Context: an optimization exercise on an open-source flow, tuned for a short achievable clock period and few clock cycles. The choices shown serve that exercise and are no tape-out recipe.
In this exercise RTL edits were held to simulation tests only and were not proved equivalent to the original.
Power and IR drop assume default switching activity.

==> run B <==
Design cpu, start of the top module:
module cpu #(
  parameter PC_INITIAL = 12'h0F
)
(
  input clk,
  input rst,
  output reg mem_write,
  output reg [31:0] to_mem,
  output reg [11:0] mem_addr,
  input [31:0] from_mem,
  output reg halted
);
==> flow/config.mk <==
export PLATFORM = sky130hd
export DESIGN_NAME = cpu
export DESIGN_NICKNAME = cpu
export VERILOG_FILES = /design/flow/design.v
export SDC_FILE = /design/flow/constraint.sdc
export NUM_CORES = 4
export LEC_CHECK = 0
export ABC_CLOCK_PERIOD_IN_PS = 3000
export CAP_MARGIN = 30
export CORE_MARGIN = 2
export CORE_UTILIZATION = 40
export SETUP_SLACK_MARGIN = 5
export SLEW_MARGIN = 30
==> flow/constraint.sdc <==
create_clock -name core_clock -period 10.0 [get_ports {clk}]
set_input_delay 2.0000 -clock core_clock [delete_from_list [all_inputs] [get_ports {clk}]]
set_output_delay 2.0000 -clock core_clock [all_outputs]
set_load 0.01 [all_outputs]
standard.sh (not shown) runs the stock make flow with config.mk's settings and CLKGATE_MAP_FILE= SYNTH_SCRIPT=/design/flow/synth_recipe.tcl, a recipe that flattens the netlist after the stock synthesis.
==> flow/flow/run.sh <==
#!/bin/bash
set -euo pipefail
MARGIN=$(cat flow/margin.txt)
bash standard.sh SETUP_SLACK_MARGIN=$MARGIN finish > standard_flow.log 2>&1
==> flow/flow/margin.txt <==
6.5
==> run G: changes against run B <==
--- a/flow/design.v
+++ b/flow/design.v
@@ -22,36 +22,36 @@
   reg        ld_data;   
   reg [11:0] pc_d;      
   reg [11:0] fpc;       
   reg [15:0] ld_rd;     
   reg        d_bpred;   
   reg [15:0] btb_v;
   reg [7:0]  btb_tag [0:15];
   reg [11:0] btb_tgt [0:15];
-  reg [63:0] ic_v;
-  reg [5:0]  ic_tag [0:63];
-  reg [31:0] ic_data [0:63];
+  reg [31:0] ic_v;
+  reg [6:0]  ic_tag [0:31];
+  reg [31:0] ic_data [0:31];
   reg [31:0] ic_q;      
   reg        ic_hit;    
   reg        r_valid;
   reg        r_ldimm, r_ldmem, r_st, r_br, r_xor, r_add, r_rot, r_shf,
              r_hlt, r_cmp, r_we, r_pred;
   reg        r_s;
   reg [2:0]  r_cc;
   reg [11:0] r_src, r_dst, r_pc;
   reg [15:0] r_rd, r_rs;
   reg        w_wr;
   reg [15:0] w_rd;
   reg [31:0] w_data;
   reg        e_valid;
   reg        e_ldimm, e_st, e_br, e_xor, e_add, e_rot, e_shf, e_hlt, e_cmp,
              e_we, e_pred;
   reg [2:0]  e_cc;
-  reg [11:0] e_dst, e_fall, e_pc, e_dst1, e_fall1;
+  reg [11:0] e_dst, e_fall, e_pc, e_dst1, e_fall1, e_dst2, e_fall2;
   reg [15:0] e_rd;
   reg [31:0] e_a, e_b;
   reg [4:0]  e_amt;     
   reg [31:0] e_mask;    
   wire [31:0] sum;
   wire        carry;
   prefix_add32 adder(.a(e_a), .b(e_b), .s(sum), .co(carry));
   wire [63:0] rot2 = {e_a, e_a} >> e_amt;
@@ -76,18 +76,29 @@
       3'd4: cond = f_n;
       3'd5: cond = f_z;
       3'd6: cond = !cflag;
       default: cond = !f_n;
     endcase
   end
   wire e_go       = e_valid & !halted;
   wire e_redirect = e_go & e_br & (cond != e_pred);     
-  wire [11:0] e_target  = cond ? e_dst : e_fall;
-  wire [11:0] e_target1 = cond ? e_dst1 : e_fall1;
+  wire        ht_dst  = ic_v[e_dst[4:0]] && (ic_tag[e_dst[4:0]] == e_dst[11:5]);
+  wire        ht_fall = ic_v[e_fall[4:0]] && (ic_tag[e_fall[4:0]] == e_fall[11:5]);
+  wire [31:0] hd_dst  = ic_data[e_dst[4:0]];
+  wire [31:0] hd_fall = ic_data[e_fall[4:0]];
+  wire [11:0] ta_dst  = ht_dst ? e_dst1 : e_dst;
+  wire [11:0] ta_fall = ht_fall ? e_fall1 : e_fall;
+  wire [11:0] tf_dst  = ht_dst ? e_dst2 : e_dst1;
+  wire [11:0] tf_fall = ht_fall ? e_fall2 : e_fall1;
+  wire [11:0] e_target = cond ? e_dst : e_fall;
+  wire        t_hit    = cond ? ht_dst : ht_fall;
+  wire [11:0] t_addr   = cond ? ta_dst : ta_fall;
+  wire [11:0] t_fpc    = cond ? tf_dst : tf_fall;
+  wire [31:0] t_ins    = cond ? hd_dst : hd_fall;
   wire e_store    = e_go & e_st;
   wire e_halt     = e_go & e_hlt;
   wire e_wr       = e_go & e_we;
   wire stop       = e_halt | halted;
   wire squash     = e_redirect | stop;
   wire stall = pk_load;
   reg [31:0] rd_rf, rs_rf;
   integer k;
@@ -146,37 +157,40 @@
   wire i_pred   = d_ic & q_pred & (ic_q[31:28] == 4'b0011) &
                   ((ic_q[26:24] == 3'd0) | (ic_q[11:0] <= pc_d));
   wire m_issue  = !d_ic & q_issue & (from_mem[31:27] == 5'b00010);
   wire m_pred   = !d_ic & q_pred & (from_mem[31:28] == 4'b0011) &
                   ((from_mem[26:24] == 3'd0) | (from_mem[11:0] <= pc_d));
   wire d_issue  = i_issue | m_issue;
   wire d_pred   = i_pred | m_pred;
   wire [3:0]  f_idx = mem_addr[3:0];
-  wire        f_hit = pk_fetch & btb_v[f_idx] & (btb_tag[f_idx] == mem_addr[11:4]);
-  wire [11:0] f_tgt = btb_tgt[f_idx];
-  wire [5:0]  c_idx = fpc[5:0];
+  wire        f_hitm = btb_v[f_idx] & (btb_tag[f_idx] == mem_addr[11:4]);
+  wire [3:0]  g_idx = fpc[3:0];
+  wire        f_hitc = btb_v[g_idx] & (btb_tag[g_idx] == fpc[11:4]);
+  wire        f_hit = pk_fetch ? f_hitm : (ic_go & f_hitc);
+  wire [11:0] f_tgt = pk_fetch ? btb_tgt[f_idx] : btb_tgt[g_idx];
+  wire [4:0]  c_idx = fpc[4:0];
   wire        ic_go = (pk_load | mem_write) & !halted & ic_hit;
   wire [11:0] fpc_p1   = fpc + 12'd1;
   wire [11:0] fpc_p2   = fpc + 12'd2;
   wire [11:0] pcd_p1   = pc_d + 12'd1;
   wire [11:0] ftgt_p1  = f_tgt + 12'd1;
   wire [11:0] idst_p1  = ic_q[11:0] + 12'd1;
   wire [11:0] mdst_p1  = from_mem[11:0] + 12'd1;
   wire [11:0] fa       = ic_go ? fpc_p1 : fpc;    
   wire [11:0] fa_p1    = ic_go ? fpc_p2 : fpc_p1;
   function hit_next;
     input [11:0] x;
     begin
-      if (mem_write && mem_addr[5:0] == x[5:0])
+      if (mem_write && mem_addr[4:0] == x[4:0])
         hit_next = 1'b0;
-      else if (dk_fetch && pc_d[5:0] == x[5:0])
-        hit_next = (pc_d[11:6] == x[11:6]);
+      else if (dk_fetch && pc_d[4:0] == x[4:0])
+        hit_next = (pc_d[11:5] == x[11:5]);
       else
-        hit_next = ic_v[x[5:0]] && (ic_tag[x[5:0]] == x[11:6]);
+        hit_next = ic_v[x[4:0]] && (ic_tag[x[4:0]] == x[11:5]);
     end
   endfunction
   wire hn_pcd  = hit_next(pc_d);
   wire hn_fpc  = hit_next(fpc);
   wire ic_hit_n = d_drop ? hn_pcd : (!ic_go & hn_fpc);
   reg [11:0] q_addr, q_fpc;
   reg        q_fetch, q_load, q_bpred;
   always @(*) begin
@@ -232,30 +246,30 @@
       ld_data   <= 1'b0;
       fpc       <= PC_INITIAL + 12'd1;
       r_valid   <= 1'b0;
       e_valid   <= 1'b0;
       w_wr      <= 1'b0;
       halted    <= 1'b0;
       d_bpred   <= 1'b0;
     end else begin
-      d_valid  <= (pk_fetch | ic_go) & !squash & !d_pred & !d_drop;
-      d_ic     <= ic_go;
+      d_valid  <= e_redirect ? t_hit : ((pk_fetch | ic_go) & !stop & !d_pred & !d_drop);
+      d_ic     <= e_redirect | ic_go;
       ic_hit   <= ic_hit_n;
-      dk_fetch <= pk_fetch;
+      dk_fetch <= pk_fetch & !e_redirect;
       ld_data  <= pk_load & !squash;
-      pc_d     <= ic_go ? fpc : mem_addr;
+      pc_d     <= e_redirect ? e_target : ic_go ? fpc : mem_addr;
       if (e_halt)
         halted <= 1'b1;
       mem_write <= e_store;
       if (e_store)
         to_mem <= e_b;
       if (e_redirect) begin
-        mem_addr <= e_target;
-        fpc      <= e_target1;
+        mem_addr <= t_addr;
+        fpc      <= t_fpc;
         pk_fetch <= 1'b1;
         pk_load  <= 1'b0;
         d_bpred  <= 1'b0;
       end else begin
         mem_addr <= n_addr;
         fpc      <= n_fpc;
         pk_fetch <= n_fetch;
         pk_load  <= n_load;
@@ -301,39 +315,41 @@
     e_shf   <= r_shf;
     e_hlt   <= r_hlt;
     e_cmp   <= r_cmp;
     e_we    <= r_we;
     e_pred  <= r_pred;
     e_cc    <= r_cc;
     e_dst   <= r_dst;
     e_dst1  <= r_dst + 12'd1;
+    e_dst2  <= r_dst + 12'd2;
     e_fall  <= r_pc + 12'd1;
     e_fall1 <= r_pc + 12'd2;
+    e_fall2 <= r_pc + 12'd3;
     e_pc    <= r_pc;
     e_rd    <= r_rd;
     e_a     <= a_val;
     e_b     <= b_val;
     e_amt   <= r_amt;
     e_mask  <= r_mask;
   end
   always @(posedge clk) begin
-    ic_q <= ic_data[c_idx];
+    ic_q <= e_redirect ? t_ins : ic_data[c_idx];
     if (dk_fetch) begin
-      ic_tag[pc_d[5:0]]  <= pc_d[11:6];
-      ic_data[pc_d[5:0]] <= from_mem;
+      ic_tag[pc_d[4:0]]  <= pc_d[11:5];
+      ic_data[pc_d[4:0]] <= from_mem;
     end
   end
   always @(posedge clk) begin
     if (rst)
-      ic_v <= 64'b0;
+      ic_v <= 32'b0;
     else if (mem_write)
-      ic_v[mem_addr[5:0]] <= 1'b0;
+      ic_v[mem_addr[4:0]] <= 1'b0;
     else if (dk_fetch)
-      ic_v[pc_d[5:0]] <= 1'b1;
+      ic_v[pc_d[4:0]] <= 1'b1;
   end
   always @(posedge clk) begin
     if (!rst & e_go & e_br) begin
       btb_tag[e_pc[3:0]] <= e_pc[11:4];
       btb_tgt[e_pc[3:0]] <= e_dst;
     end
   end
   always @(posedge clk) begin
==> flow/flow/margin.txt (replaced) <==
7.5
- CORE_UTILIZATION: 40 -> 45
==> key figures <==
Worst setup path
  • Crit path depth: 1

Final layout
  • Layout cells sized above 1: approximately 28%

Drt
  • Via-to-Cell Ratio: 6.58
  • Routed length per instance: 36.8 um

Synth
  • Synth Cell Area: 168000 um^2

Timing
  • Fmax: 0.267 GHz

Outcome
  • Status: finished clean

Pwr
  • Comb. pwr: 4.99 mW
Source of the figures above: run B

==> key figures <==
Outcome
  • Status: finished clean

Synth
  • Synth Cell Area: 144000 um^2

Drt
  • Via-to-Cell Ratio: 7.49
  • Routed length per instance: 43.7 um

Worst setup path
  • Crit path depth: 15

Final layout
  • Layout cells sized above 1: 44.2%
Source of the figures above: run G

Testbench counts of run B, summed over its fixed seeds: cycles 83,961.
Testbench counts of run G, summed over its fixed seeds: cycles 81,722.

## what the ideal ports hide
No port has a modelled driver above. Below, the same layouts with a new extraction and two added sets of constraints. Step 1, drivers: a clkbuf_16 drives clk and a buf_2 each remaining input, both assumed. Step 2 adds t to the input delays and takes it off the output delays; t is the mean of the earliest and latest rising clock arrival at the registers after step 1. Input paths then give back, and output paths get back, about the clock's delay inside the block. Three values: ideal, step 1, step 2; two values: the first two.
run	t (ns)	setup slack, ns	clock arrival spread, ns	worst data-port slew with drivers (ns)
run B	1.080	6.258 / 6.144 / 5.091	0.100 / 0.100	0.56
run G	1.034	6.285 / 6.285 / 5.279	0.071 / 0.071	0.18
After both steps every run listed still meets setup and hold. The setup slack of run B, which loses most, moves by -0.114 ns with the drivers and by -1.167 ns with both steps.
